This design comes from an exercise in tuning for small area and a short achievable clock period on the open sky130 flow, not from production work. In this exercise RTL edits were held to simulation tests only and were not proved equivalent to the original. No activity file was given, so power comes from the tool's default toggle rates.

lagoon:
Design radix3_fft, start of the top module:
module radix3_fft(
    input clk,
    input rst,
    input in_valid,
    input [31:0] a_re,
    input [31:0] a_img,
    input [31:0] b_re,
    input [31:0] b_img,
    input [31:0] c_re,
    input [31:0] c_img,
    output out_valid,
    output [31:0] ao_re,
    output [31:0] ao_img,
    output [31:0] bo_re,
    output [31:0] bo_img,
    output [31:0] co_re,
    output [31:0] co_img
    );
For scale: ~12000 cells after synthesis, ~390 I/O pins, ~0.13 mm2 of cells after synthesis.
Settings: LEC_CHECK=0, CAP_MARGIN=20, CORE_MARGIN=2, CORE_UTILIZATION=55, CTS_BUF_LIST=sky130_fd_sc_hd__clkbuf_8, CTS_CLUSTER_DIAMETER=60, CTS_CLUSTER_SIZE=16, PLACE_DENSITY=0.7, SETUP_SLACK_MARGIN=2.5, SLEW_MARGIN=20, SYNTH_HIERARCHICAL=1; clock period 5.0 ns.
run.sh (not shown) runs the stock make flow with config.mk's settings and CLKGATE_MAP_FILE= SYNTH_SCRIPT=/design/flow/synth_recipe.tcl, a recipe that flattens the netlist after the stock synthesis.
lagoon reached the final stage; the timing, DRC and antenna checks on its layout passed.
diff inputs: lagoon => indigo
Settings: changing CTS_CLUSTER_SIZE from 16 to 12; changing CTS_CLUSTER_DIAMETER from 60 to 50.
Notes after the runs:
Area of all placed cells without fillers went up slightly going from lagoon to indigo.
On highest net fanout along the worst path: indigo sits above lagoon.
Between indigo and lagoon, reg2reg setup slack is higher for lagoon, indigo comes in under that.
The inputs of nickel differ from those of indigo as listed below.
Settings: CTS_CLUSTER_DIAMETER changed from 50 to 70; CTS_CLUSTER_SIZE changed from 12 to 20.
## What came out
The higher design internal power came out of indigo. nickel: post-route standard cell area excluding fillers 1.9% below indigo. Sequential power delta (nickel -> indigo): insignificant. nickel vs indigo on critical path depth: nickel is the higher one. Against indigo, CTS buffer count in nickel fell by more than a quarter. Between indigo and nickel, count of placed standard cells in the final layout, fillers left out decreased. indigo → nickel: final total power now sits lower; relative contribution of combinational cells to total power now larger; share of layout cells above drive strength 1 -1.2 points.

========
== maple ==
radix3_fft again, from the RTL that the note above started with.
## radix3_fft
module radix3_fft(
    input clk,
    input rst,
    input in_valid,
    input [31:0] a_re,
    input [31:0] a_img,
    input [31:0] b_re,
    input [31:0] b_img,
    input [31:0] c_re,
    input [31:0] c_img,
    output out_valid,
    output [31:0] ao_re,
    output [31:0] ao_img,
    output [31:0] bo_re,
    output [31:0] bo_img,
    output [31:0] co_re,
    output [31:0] co_img
    );
clock: 5.0 ns
lec_check: 0
cap_margin: 20
core_margin: 2
core_utilization: 55
cts_buf_list: sky130_fd_sc_hd__clkbuf_8
cts_cluster_diameter: 60
cts_cluster_size: 16
place_density: 0.7
setup_slack_margin: 2.55
slew_margin: 20
synth_hierarchical: 1
maple completed every stage of the flow, and the final layout passed the timing, DRC and antenna checks.
The inputs of zinc differ from those of maple as listed below.
Settings: SETUP_SLACK_MARGIN: 2.55 -> 2.5; CORE_UTILIZATION: 55 -> 48.
--- outcome ---
Comparing maple against zinc, there is no change at all in critical path depth. Height of the die (higher): zinc. Cell count up 2.8% in zinc wrt maple. zinc and maple ended up with roughly the same vias after detailed routing. Cell area power density across zinc and maple: no real change. The number of global-route vias before repair on maple is in line with that on zinc. zinc and maple ended up with roughly the same wire length of the first global-routing pass. zinc vs maple, global router's overall resource usage went down by 3.5 points. In zinc the fraction of the cycle the final worst path needs turned out 0.83 points lower than in maple. Maximum vdd drop improves in zinc relative to maple. Against maple, zinc comes in about 0.43% higher on global placement routability congestion. zinc | status: complete | timing, DRC, antenna: pass.
Inputs modified between zinc and juniper:
Settings: CORE_UTILIZATION now 65, was 48; PLACE_DENSITY now 0.75, was 0.7.
Findings:
Between juniper and zinc, the difference in largest incremental delay on the critical path is negligible. Going from zinc to juniper, post-layout instance count excluding filler cells moved down, die area went down by 72000 um^2, antenna cell count level, length of routed met3 wiring up 7.6%.

==> afterwards: timing with drivers on the ports <==
How much do the figures lean on ideal ports? The routed layouts below were timed once more, with nothing changed but the port constraints. Step 1 sets driving cells, clkbuf_16 on the clock port and buf_2 on the other inputs (assumed; they add their load-dependent delay and slew). Step 2 adds t to the input delays and takes it off the output delays; t is the mean of the earliest and latest rising clock arrival at the registers after step 1. Input paths then give back, and output paths get back, about the clock's delay inside the block. Three values: ideal ports, drivers, drivers and shift; two values: the first two.
run	t (ns)	setup WS [ns]	latest minus earliest clock arrival (ns)	worst register clock-pin slew, ns	cell pins on the clock port's net
lagoon	1.139	2.473 / 2.378 / 1.674	0.056 / 0.057	0.11 / 0.11	1
indigo	1.159	2.447 / 2.363 / 1.713	0.077 / 0.077	0.09 / 0.09	1
nickel	1.111	2.491 / 2.405 / 1.702	0.044 / 0.045	0.12 / 0.12	1
maple	1.149	2.453 / 2.361 / 1.662	0.086 / 0.085	0.11 / 0.11	1
zinc	1.103	2.494 / 2.402 / 1.694	0.086 / 0.087	0.10 / 0.10	1
juniper	1.124	2.470 / 2.380 / 1.703	0.066 / 0.066	0.11 / 0.11	1
After both steps setup and hold are still met in every run listed. For zinc, which loses most, drivers alone change the setup slack by -0.092 ns; drivers and shift together by -0.800 ns.
